Source: an optimization exercise on an open RTL-to-GDS flow (aim: small area). Production flows keep margins and buffers that such runs may drop. The RTL was checked by simulation tests, not by an equivalence proof against the original design.

[flow/config.mk]
export PLATFORM = sky130hd
export DESIGN_NAME = ex4_t
export DESIGN_NICKNAME = ex4_t
export VERILOG_FILES = /design/flow/design.v
export SDC_FILE = /design/flow/constraint.sdc
export NUM_CORES = 4
export LEC_CHECK = 0
export CAP_MARGIN = 20
export CORE_MARGIN = 2
export CORE_UTILIZATION = 40
export PLACE_DENSITY = 0.6
export SLEW_MARGIN = 20
[flow/constraint.sdc]
create_clock -name core_clock -period 30.0 [get_ports {clk}]
set_input_delay 6.0000 -clock core_clock [delete_from_list [all_inputs] [get_ports {clk}]]
set_output_delay 6.0000 -clock core_clock [all_outputs]
set_load 0.01 [all_outputs]
[flow/design.v]
`timescale 1ns / 1ps
module ex4_s(    
input [3:0] NUM, 
output reg[6:0] a_to_g 
); 
always @(*) 
case(NUM) 
0:a_to_g=7'b0000001; 
1:a_to_g=7'b1001111; 
2:a_to_g=7'b0010010; 
3:a_to_g=7'b0000110; 
4:a_to_g=7'b1001100; 
5:a_to_g=7'b0100100; 
6:a_to_g=7'b0100000; 
7:a_to_g=7'b0001111; 
8:a_to_g=7'b0000000; 
9:a_to_g=7'b0000100; 
'hA: a_to_g=7'b0001000; 
'hB: a_to_g=7'b1100000; 
'hC: a_to_g=7'b0110001; 
'hD: a_to_g=7'b1000010; 
'hE: a_to_g=7'b0110000; 
'hF: a_to_g=7'b0111000; 
default: a_to_g=7'b0000001; 
endcase 
endmodule 
module ex4_t( 
input clk,       
input rst,       
input temp_a,    
input temp_b,
input temp_c,
input temp_d,
input switch1,   
input switch2,
input switch5,   
input switch6,
input switch7,
input switch8,
output[3:0]ans, 
output[6:0]a_to_g,  
output reg[7:0]light 
); 
reg[3:0]an;  
reg[7:0] clk_cnt;  
reg[9:0] delay;    
reg [3:0] NUM;      
reg [3:0] equal;    
reg [2:0]rightpos;  
reg [2:0]rightnum; 
reg [4:0] s ;     
reg [16:0] t;
reg [16:0] r;
reg [3:0]answer1; 
reg [3:0]answer2;
reg [3:0]answer3;
reg [3:0]answer4;
reg [3:0] temp_1 ;  
reg [3:0] temp_2 ; 
reg [3:0] temp_3 ; 
reg [3:0] temp_4 ; 
reg[3:0] life;  
reg flag;       
reg flag1;
reg [3:0] an_v, NUM_v, equal_v, life_v;
reg [2:0] rightpos_v, rightnum_v;
reg [7:0] light_v;
reg [9:0] delay_v;
reg flag_v, flag1_v;
reg [16:0] tv;
wire tick = (clk_cnt == 8'h7f);
always @(posedge clk) 
begin 
if(rst) clk_cnt <= 0;
else clk_cnt <= clk_cnt + 1; 
end
always @(posedge clk)  
begin
if(rst) temp_1 <= 0;
else if(tick)
begin
if((switch1)&(~switch2)&(temp_a)) temp_1 <= (temp_1+4'd1 == 4'd10) ? 4'd0 : temp_1+4'd1;
if(~switch1)temp_1 <= 0;
end
end 
always @(posedge clk) 
begin 
if(rst) temp_2 <= 0;
else if(tick)
begin
if((switch1)&(~switch2)&(temp_b)) temp_2 <= (temp_2+4'd1 == 4'd10) ? 4'd0 : temp_2+4'd1;
if(~switch1)temp_2 <= 0;
end
end 
always @(posedge clk) 
begin 
if(rst) temp_3 <= 0;
else if(tick)
begin
if((switch1)&(~switch2)&(temp_c)) temp_3 <= (temp_3+4'd1 == 4'd10) ? 4'd0 : temp_3+4'd1;
if(~switch1)temp_3 <= 0;
end
end 
always @(posedge clk) 
begin 
if(rst) temp_4 <= 0;
else if(tick)
begin
if((switch1)&(~switch2)&(temp_d)) temp_4 <= (temp_4+4'd1 == 4'd10) ? 4'd0 : temp_4+4'd1;
if(~switch1)temp_4 <= 0;
end
end 
always @( posedge clk)  
begin 
if(rst) s <= 0;
else if(s[3:0] == 4'hf) s <= 0;
else s <= s+1; 
end
always @( posedge clk) 
begin
if(rst) r <= 0;
else if(~switch1)
begin 
if(r[15:0] == 16'hffff) r <= 0;
else r <= r+1;
end 
end
always @( posedge clk)  
begin
if(rst)
begin
t <= 0;
answer1 <= 0; answer2 <= 0; answer3 <= 0; answer4 <= 0;
end
else if(tick & (switch1)&(life>0))
begin 
tv = t;
if(r[3:0]>9)tv[3:0]=r[3:0]-8;
if(r[7:4]>9)tv[7:4]=r[7:4]-9; 
if(r[11:8]>9)tv[11:8]=r[11:8]-6;
if(r[15:12]>9)tv[15:12]=r[15:12]-7;
if(r[3:0]<9)tv[3:0]=r[3:0];
if(r[7:4]<9)tv[7:4]=r[7:4]; 
if(r[11:8]<9)tv[11:8]=r[11:8];
if(r[15:12]<9)tv[15:12]=r[15:12];
if(tv[15:12]==tv[11:8])begin if(tv[11:8]==9)tv[11:8]=0;tv[11:8]=tv[11:8]+1;end
if(tv[15:12]==tv[11:8])begin if(tv[11:8]==9)tv[11:8]=0;tv[11:8]=tv[11:8]+1;end
if(tv[15:12]==tv[11:8])begin if(tv[11:8]==9)tv[11:8]=0;tv[11:8]=tv[11:8]+1;end
if(tv[15:12]==tv[11:8])begin if(tv[11:8]==9)tv[11:8]=0;tv[11:8]=tv[11:8]+1;end
if(tv[15:12]==tv[11:8])begin if(tv[11:8]==9)tv[11:8]=0;tv[11:8]=tv[11:8]+1;end
if(tv[15:12]==tv[11:8])begin if(tv[11:8]==9)tv[11:8]=0;tv[11:8]=tv[11:8]+1;end
if(tv[15:12]==tv[11:8])begin if(tv[11:8]==9)tv[11:8]=0;tv[11:8]=tv[11:8]+1;end
if(tv[15:12]==tv[11:8])begin if(tv[11:8]==9)tv[11:8]=0;tv[11:8]=tv[11:8]+1;end
if(tv[15:12]==tv[11:8])begin if(tv[11:8]==9)tv[11:8]=0;tv[11:8]=tv[11:8]+1;end
if((tv[7:4]==tv[15:12])|(tv[7:4]==tv[11:8]))begin if(tv[7:4]==9)tv[7:4]=0;tv[7:4]=tv[7:4]+1; end
if((tv[7:4]==tv[15:12])|(tv[7:4]==tv[11:8]))begin if(tv[7:4]==9)tv[7:4]=0;tv[7:4]=tv[7:4]+1; end
if((tv[7:4]==tv[15:12])|(tv[7:4]==tv[11:8]))begin if(tv[7:4]==9)tv[7:4]=0;tv[7:4]=tv[7:4]+1; end
if((tv[7:4]==tv[15:12])|(tv[7:4]==tv[11:8]))begin if(tv[7:4]==9)tv[7:4]=0;tv[7:4]=tv[7:4]+1; end
if((tv[7:4]==tv[15:12])|(tv[7:4]==tv[11:8]))begin if(tv[7:4]==9)tv[7:4]=0;tv[7:4]=tv[7:4]+1; end
if((tv[7:4]==tv[15:12])|(tv[7:4]==tv[11:8]))begin if(tv[7:4]==9)tv[7:4]=0;tv[7:4]=tv[7:4]+1; end
if((tv[7:4]==tv[15:12])|(tv[7:4]==tv[11:8]))begin if(tv[7:4]==9)tv[7:4]=0;tv[7:4]=tv[7:4]+1; end
if((tv[7:4]==tv[15:12])|(tv[7:4]==tv[11:8]))begin if(tv[7:4]==9)tv[7:4]=0;tv[7:4]=tv[7:4]+1; end
if((tv[7:4]==tv[15:12])|(tv[7:4]==tv[11:8]))begin if(tv[7:4]==9)tv[7:4]=0;tv[7:4]=tv[7:4]+1; end
if((tv[3:0]==tv[15:12])|(tv[3:0]==tv[11:8])|(tv[3:0]==tv[7:4]))begin if(tv[3:0]==9)tv[3:0]=0;tv[3:0]=tv[3:0]+1; end 
if((tv[3:0]==tv[15:12])|(tv[3:0]==tv[11:8])|(tv[3:0]==tv[7:4]))begin if(tv[3:0]==9)tv[3:0]=0;tv[3:0]=tv[3:0]+1; end 
if((tv[3:0]==tv[15:12])|(tv[3:0]==tv[11:8])|(tv[3:0]==tv[7:4]))begin if(tv[3:0]==9)tv[3:0]=0;tv[3:0]=tv[3:0]+1; end 
if((tv[3:0]==tv[15:12])|(tv[3:0]==tv[11:8])|(tv[3:0]==tv[7:4]))begin if(tv[3:0]==9)tv[3:0]=0;tv[3:0]=tv[3:0]+1; end 
if((tv[3:0]==tv[15:12])|(tv[3:0]==tv[11:8])|(tv[3:0]==tv[7:4]))begin if(tv[3:0]==9)tv[3:0]=0;tv[3:0]=tv[3:0]+1; end 
if((tv[3:0]==tv[15:12])|(tv[3:0]==tv[11:8])|(tv[3:0]==tv[7:4]))begin if(tv[3:0]==9)tv[3:0]=0;tv[3:0]=tv[3:0]+1; end 
if((tv[3:0]==tv[15:12])|(tv[3:0]==tv[11:8])|(tv[3:0]==tv[7:4]))begin if(tv[3:0]==9)tv[3:0]=0;tv[3:0]=tv[3:0]+1; end 
if((tv[3:0]==tv[15:12])|(tv[3:0]==tv[11:8])|(tv[3:0]==tv[7:4]))begin if(tv[3:0]==9)tv[3:0]=0;tv[3:0]=tv[3:0]+1; end 
if((tv[3:0]==tv[15:12])|(tv[3:0]==tv[11:8])|(tv[3:0]==tv[7:4]))begin if(tv[3:0]==9)tv[3:0]=0;tv[3:0]=tv[3:0]+1; end 
t <= tv;
answer1 <= tv[3:0];
answer2 <= tv[7:4];
answer3 <= tv[11:8];
answer4 <= tv[15:12];
end 
end
assign ans=an; 
always @(posedge clk)
begin
an_v=an; NUM_v=NUM; equal_v=equal; life_v=life; rightpos_v=rightpos; rightnum_v=rightnum;
light_v=light; delay_v=delay; flag_v=flag; flag1_v=flag1;
if(rst)
begin
an_v=4'b1111; NUM_v=0; equal_v=0; life_v=8; rightpos_v=0; rightnum_v=0;
light_v=8'b11111111; delay_v=0; flag_v=0; flag1_v=0;
end
else
begin
if((switch1)&(~switch5)&(~switch2)&(life_v>0)&(rightpos_v<4)) 
begin 
equal_v=0;
flag_v=0;
rightpos_v=0;
rightnum_v=0;
case(s[3:2]) 
0:begin NUM_v = temp_1;an_v[0]=1;an_v[1]=1;an_v[2]=1;an_v[3]=0;end  
1:begin NUM_v = temp_2;an_v[0]=1;an_v[1]=1;an_v[2]=0;an_v[3]=1;end 
2:begin NUM_v = temp_3;an_v[0]=1;an_v[1]=0;an_v[2]=1;an_v[3]=1;end  
3:begin NUM_v = temp_4;an_v[0]=0;an_v[1]=1;an_v[2]=1;an_v[3]=1;end 
endcase
end
else if((switch1)&(switch5)&(switch6)&(switch7)&(switch8)&(~switch2)) 
begin
case(s[3:2]) 
0:begin NUM_v = answer1;an_v[0]=1;an_v[1]=1;an_v[2]=1;an_v[3]=0;end  
1:begin NUM_v = answer2;an_v[0]=1;an_v[1]=1;an_v[2]=0;an_v[3]=1;end 
2:begin NUM_v = answer3;an_v[0]=1;an_v[1]=0;an_v[2]=1;an_v[3]=1;end  
3:begin NUM_v = answer4;an_v[0]=0;an_v[1]=1;an_v[2]=1;an_v[3]=1;end
endcase 
end
else if(~switch1) 
begin
an_v[0]=1;an_v[1]=1;an_v[2]=1;an_v[3]=1;flag_v=0;life_v=8;
light_v=8'b11111111;delay_v=0;flag1_v=0;rightnum_v=0;rightpos_v=0;equal_v=0;
end
else if((switch1)&(switch2)) 
	begin 
	if(temp_1==temp_2)begin equal_v[0]=1;equal_v[1]=1;end
	if(temp_1==temp_3)begin equal_v[0]=1;equal_v[2]=1;end
	if(temp_1==temp_4)begin equal_v[0]=1;equal_v[3]=1;end
	if(temp_2==temp_3)begin equal_v[1]=1;equal_v[2]=1;end
	if(temp_2==temp_4)begin equal_v[1]=1;equal_v[3]=1;end
	if(temp_3==temp_4)begin equal_v[2]=1;equal_v[3]=1;end
	if(equal_v[3:0]==0) 
		begin
		if(flag_v==0)
		begin
		flag_v=1; 
		if(life_v>0)life_v=life_v-1;
		if(life_v==8)light_v=8'b11111111;
		else if(life_v==7)light_v=8'b11111110;
		else if(life_v==6)light_v=8'b11111100;
		else if(life_v==5)light_v=8'b11111000;
		else if(life_v==4)light_v=8'b11110000;
		else if(life_v==3)light_v=8'b11100000;
		else if(life_v==2)light_v=8'b11000000;
		else if(life_v==1)light_v=8'b10000000;
		else if(life_v==0)light_v=8'b00000000;
		end
		rightpos_v=(temp_1==answer1)+(temp_4==answer4)+(temp_2==answer2)+(temp_3==answer3);
		rightnum_v=(temp_1==answer2)+(temp_1==answer3)+(temp_1==answer4)+(temp_2==answer1)+(temp_2==answer3)+(temp_2==answer4)+(temp_3==answer1)+(temp_3==answer2)+(temp_3==answer4)+(temp_4==answer1)+(temp_4==answer2)+(temp_4==answer3);
		case(s[3:2])  
		0:begin NUM_v = 11;an_v[0]=1;an_v[1]=1;an_v[2]=1;an_v[3]=0;end  
		1:begin NUM_v = rightnum_v;an_v[0]=1;an_v[1]=1;an_v[2]=0;an_v[3]=1;end 
		2:begin NUM_v = 10;an_v[0]=1;an_v[1]=0;an_v[2]=1;an_v[3]=1;end  
		3:begin NUM_v = rightpos_v;an_v[0]=0;an_v[1]=1;an_v[2]=1;an_v[3]=1;end
		endcase
		if(rightpos_v==4)  
			begin
				begin			
				if(clk_cnt[7])
				an_v=4'b1111;
				else
					begin
					case(s[3:2]) 
						0:begin NUM_v = 11;an_v[0]=1;an_v[1]=1;an_v[2]=1;an_v[3]=0;end  
						1:begin NUM_v = rightnum_v;an_v[0]=1;an_v[1]=1;an_v[2]=0;an_v[3]=1;end 
						2:begin NUM_v = 10;an_v[0]=1;an_v[1]=0;an_v[2]=1;an_v[3]=1;end  
						3:begin NUM_v = rightpos_v;an_v[0]=0;an_v[1]=1;an_v[2]=1;an_v[3]=1;end
					endcase
					end
				end
			end
		else if(life_v==0)  
			begin
			if(flag1_v==0)delay_v=delay_v+1;
			if(delay_v[9]==1)
				begin
				flag1_v=1;
				if(clk_cnt[7])
				an_v=4'b1111;
				else
					begin
					case(s[3:2]) 
					0:begin NUM_v = answer1;an_v[0]=1;an_v[1]=1;an_v[2]=1;an_v[3]=0;end  
					1:begin NUM_v = answer2;an_v[0]=1;an_v[1]=1;an_v[2]=0;an_v[3]=1;end 
					2:begin NUM_v = answer3;an_v[0]=1;an_v[1]=0;an_v[2]=1;an_v[3]=1;end  
					3:begin NUM_v = answer4;an_v[0]=0;an_v[1]=1;an_v[2]=1;an_v[3]=1;end 
					endcase
					end
				end
			end
		end
	else
		begin
		if(clk_cnt[7])
	    an_v=4'b1111;
		else
			begin
				case(s[3:2]) 
			0:begin NUM_v = temp_1;an_v[0]=1;an_v[1]=1;an_v[2]=1;an_v[3]=~equal_v[0];end  
			1:begin NUM_v = temp_2;an_v[0]=1;an_v[1]=1;an_v[2]=~equal_v[1];an_v[3]=1;end 
			2:begin NUM_v = temp_3;an_v[0]=1;an_v[1]=~equal_v[2];an_v[2]=1;an_v[3]=1;end  
			3:begin NUM_v = temp_4;an_v[0]=~equal_v[3];an_v[1]=1;an_v[2]=1;an_v[3]=1;end 
				endcase
			end
		end
	end
	else if((switch1)&(~switch5)&(~switch2)&(life_v==0)&(rightpos_v<4)) 
		begin			
			if(clk_cnt[7])
			an_v=4'b1111;
			else
				begin
				case(s[3:2]) 
				0:begin NUM_v = answer1;an_v[0]=1;an_v[1]=1;an_v[2]=1;an_v[3]=0;end  
				1:begin NUM_v = answer2;an_v[0]=1;an_v[1]=1;an_v[2]=0;an_v[3]=1;end 
				2:begin NUM_v = answer3;an_v[0]=1;an_v[1]=0;an_v[2]=1;an_v[3]=1;end  
				3:begin NUM_v = answer4;an_v[0]=0;an_v[1]=1;an_v[2]=1;an_v[3]=1;end 
				endcase
				end
		end
	else if((switch1)&(~switch5)&(~switch2)&(rightpos_v==4))  
		begin			
					if(clk_cnt[7])
					an_v=4'b1111;
					else
					begin
						case(s[3:2]) 
						0:begin NUM_v = 11;an_v[0]=1;an_v[1]=1;an_v[2]=1;an_v[3]=0;end  
						1:begin NUM_v = rightnum_v;an_v[0]=1;an_v[1]=1;an_v[2]=0;an_v[3]=1;end 
						2:begin NUM_v = 10;an_v[0]=1;an_v[1]=0;an_v[2]=1;an_v[3]=1;end  
						3:begin NUM_v = rightpos_v;an_v[0]=0;an_v[1]=1;an_v[2]=1;an_v[3]=1;end
						endcase
					end
		end
end
an <= an_v; NUM <= NUM_v; equal <= equal_v; life <= life_v; rightpos <= rightpos_v; rightnum <= rightnum_v;
light <= light_v; delay <= delay_v; flag <= flag_v; flag1 <= flag1_v;
end
ex4_s A1(.NUM(NUM),
.a_to_g(a_to_g));
endmodule
[flow/run.sh]
#!/bin/bash
# synth_recipe.tcl (not shown) runs the flow's synth.tcl, then flattens the netlist and writes it again
# the make line also repeats each setting of config.mk as NAME=value (left out here)
make -C /OpenROAD-flow-scripts/flow DESIGN_CONFIG=/design/flow/config.mk WORK_HOME=/design/flow/orfs CLKGATE_MAP_FILE= SYNTH_SCRIPT=/design/flow/synth_recipe.tcl finish
==> results.py <==
metrics = {
    "worst_setup_path": {
        "reg2reg_depth": 102,
        "r2r-end": "t[3]",
        "worstPathArrival_ns": 26.51,
        "crit_required_ns": 30.22,
        "rrSetupSlack_ns": 3.72,
        "cpMostUsedCell": "ha_1",
        "r2r-start": "r[13]",
        "slowest_stage": "o31ai_4",
        "cp-endpoint": "t[3]",
        "cp-end-kind": "flop",
        "critPathMaxFanout": 16,
        "setup.worst_path.start": "r[13]",
        "critPathLaunchType": "flop",
        "slowest_delay_ns": 0.86,
        "worstSetupPathType": "reg2reg",
    },
    "cts": {
        "clkTransAtPathRegs_ns": 0.08,
        "postCtsResizedCells": 0,
        "ctsHoldBuffers": 0,
        "cts.htree.levels": 3,
        "cts.sinks": 109,
        "clk_latency_ns": 0.38,
        "tritoncts": "built",
        "cts-root-buf": "clkbuf_16",
        "clockBufferDepth": 2,
        "postCtsSetupBuffers": 0,
        "cts-buffers-inserted": 9,
    },
    "detailed_routing": {
        "wl_per_cell_um": 18.7,
        "drc": 0,
        "first_iter_violations": 1093,
        "first_pass_iters": 5,
        "vias": 14500,
        "ant_nets": 0,
        "via_per_inst": 6.11,
        "wl_mm": 44.3,
    },
    "die": {
        "fp.coreArea_um2": 36500,
        "die_height_um": 196,
        "die-area_um2": 38600,
        "fp.dieW_um": 196,
        "num_rows": 70,
        "start_util": 0.405,
        "num_io_pins": 31,
    },
    "global_routing": {
        "grt_remaining_overflow": 0,
        "grt_pass1_wl_mm": 71.2,
        "antenna_found_initial": 0,
        "grt_pass1_vias": 13400,
        "grt_max_degree": 60,
        "track_usage": 0.225,
    },
    "sta": {
        "period_minus_slack_ns": 26.28,
        "layout_setup_ws_ns": 3.72,
        "rsz0062_at_grt": "false",
        "drv_slew": 0,
        "tns_ns": 0,
        "hold_viol": 0,
        "setup_viol": 0,
        "finalClockSkew_ns": 0.0177,
        "min_period_over_period": 0.876,
        "worstMarginPinSlew_ns": 1.01,
        "slew_headroom": 0.326,
        "max_freq_mhz": 38.0,
    },
    "yosys": {
        "synth_nets": 2036,
        "synth_warnings": 2,
        "synth_area_per_cell_um2": 7.55,
        "post_synth_main_area_contributors": "dfxtp_1 (15%), xnor2_1 (11%), nor2_1 (4.9%), ha_1 (4.6%), a21oi_1 (4.3%)",
        "muxShareOfSynthArea": 0.0640,
        "synthSimpleGateAreaFrac": 0.247,
        "ys_types": 136,
        "async_flop_share": 0,
        "yosysSeqAreaShare": 0.147,
        "synth_fa_ha_area_frac": 0.0564,
        "synth_top_cell_area_share": 0.147,
        "syn_inst": 1962,
        "synth-xor-area-share": 0.163,
        "synth-main-ff-cell": "dfxtp_1",
        "synth_top_family_by_area": "compound AO/OA/AOI/OAI gates",
        "synth_edf_count": 0,
        "synth.largest_area_cell": "dfxtp_1",
        "synth_area_um2": 14800,
        "synth_seq_cells": 109,
        "synth_compound_area_frac": 0.268,
    },
    "cells_and_area": {
        "fin_area_um2": 15700,
        "area_growth_pct": 5.81,
        "final_cell_count_no_fill": 2376,
        "nNetsFinal": 1977,
        "antenna_cells": 0,
        "drive_above_1_share": 0.0912,
    },
    "placement": {
        "hpwl_mm": 31.9,
        "place_area_um2": 15400,
        "pre_cts_slack_ns": 4.02,
        "place_inst": 2360,
        "gp_congestion": 0.885,
        "io_buffers": 30,
    },
    "run_status": {
        "status": "complete, no violations",
    },
    "flow_run": {
        "maxCapViolations": 0,
    },
    "hold_path": {
        "worstHoldPathType": "reg2reg",
    },
}
==> synthesized netlist by cell type (all sizes together) (38+ instances only) <==
cell type,number
a21oi,128
buf,38
xnor2,185
nand3,51
ha,54
nand2,167
dfxtp,109
o21ai,78
nor2,194
mux2i,50
inv,72
xor2,69
nor3,57
clkbuf,88
==> routing by layer <==
metal,wire length (um),vias to the layer above,global-route usage
met5,0,-,0
met4,1400,0,0.0875
met3,2280,85,0.0234
met2,20900,437,0.384
met1,19800,6923,0.291
li1,-,7082,-
==> worst max-delay path, delay by kind of cell, from the launching register on <==
| kind | cells | cell delay (ns) |
|---|---|---|
| compound gates | 38 | 11.02 |
| simple gates | 25 | 4.62 |
| fa+ha+maj | 12 | 3.44 |
| xor+xnor | 12 | 3.28 |
| mux | 6 | 2.22 |
| buf+inv | 9 | 0.99 |
| flops | 1 | 0.48 |
==> through the flow <==
| stage | utilization | hold WS (ns) |
|---|---|---|
| detailed placement | 0.420 | 0.448 |
| finish | 0.429 | 0.465 |
| CTS | 0.429 | 0.462 |
| global placement | 0.420 | 0.443 |
| global route | 0.429 | 0.471 |
| floorplan | - | 0.426 |
==> worst min-delay path by stage <==
stage | start | slack, ns | to | depth (start not counted)
2_1_floorplan | clk_cnt[0] | 0.43 | clk_cnt[0] | 1
3_3_place_gp | clk_cnt[0] | 0.44 | clk_cnt[0] | 1
3_5_place_dp | equal[3] | 0.45 | equal[3] | 2
4_1_cts | rightnum[0] | 0.46 | rightnum[0] | 2
5_1_grt | equal[1] | 0.47 | equal[1] | 2
6_report | rightnum[1] | 0.46 | rightnum[1] | 2
==> area by class of cell <==
type                       instances  area (um^2)
clock inverter                     6         62.6
tap                              468          586
multi-input combinational       1653        11800
clock buffer                      10          239
inverter                          74          278
timing repair buffer              56          490
sequential                       109         2180
fill                            3685        20900
==> cells in the final DEF, fill, tap and decap left out, types with 16 or more instances in the layout <==
cell and n:
nor2_1 193, xnor2_1 178, nand2_1 166, a21oi_1 126, dfxtp_1 109, xor2_1 68, inv_1 67, o21ai_0 64
ha_1 54, nor3_1 52, nand3_1 50, mux2i_1 41, and2_1 32, nor4_1 31, nand4_1 30, a31oi_1 30
a211oi_1 30, clkdlybuf4s50_1 29, nand2b_1 27, buf_4 26, or3_1 25, o211ai_1 24, and3_1 22, o22ai_1 19
o2111ai_1 17, mux2_2 16
==> state kept, by name (all words and copies together), names as in the netlist, 6 cells and up <==
signal / count
a_to_g: 7
clk_cnt: 8
delay: 10
light: 8
r: 16
t: 6
==> cells by family after synthesis <==
family,after synthesis
flops,109
xor+xnor,259
mux,76
buf+inv,200
simple gates,715
fa+ha+maj,62
compound gates,541

==> static timing again, ports no longer ideal <==
The results above use ideal ports. As a check the final layout listed here was re-extracted and re-timed, cells and wires unchanged.
Step 1 sets driving cells, clkbuf_16 on the clock port and buf_2 on the other inputs (assumed; they add their load-dependent delay and slew).
Step 2 also shifts input and output timing later by t, the mid clock arrival at the registers, as if the neighbouring blocks saw the same clock.
Three values: no drivers, after step 1, after step 2; two values: the first two.
t (ns): 0.414
setup WS [ns]: 3.717 / 3.717 / 3.717
worst hold slack (ns): 0.465 / 0.465 / 0.465
worst register clock-pin slew, ns: 0.09 / 0.09
After both steps setup and hold are still met in this run. For this run, drivers alone change the setup slack by 0.000 ns; drivers and shift together by 0.000 ns.
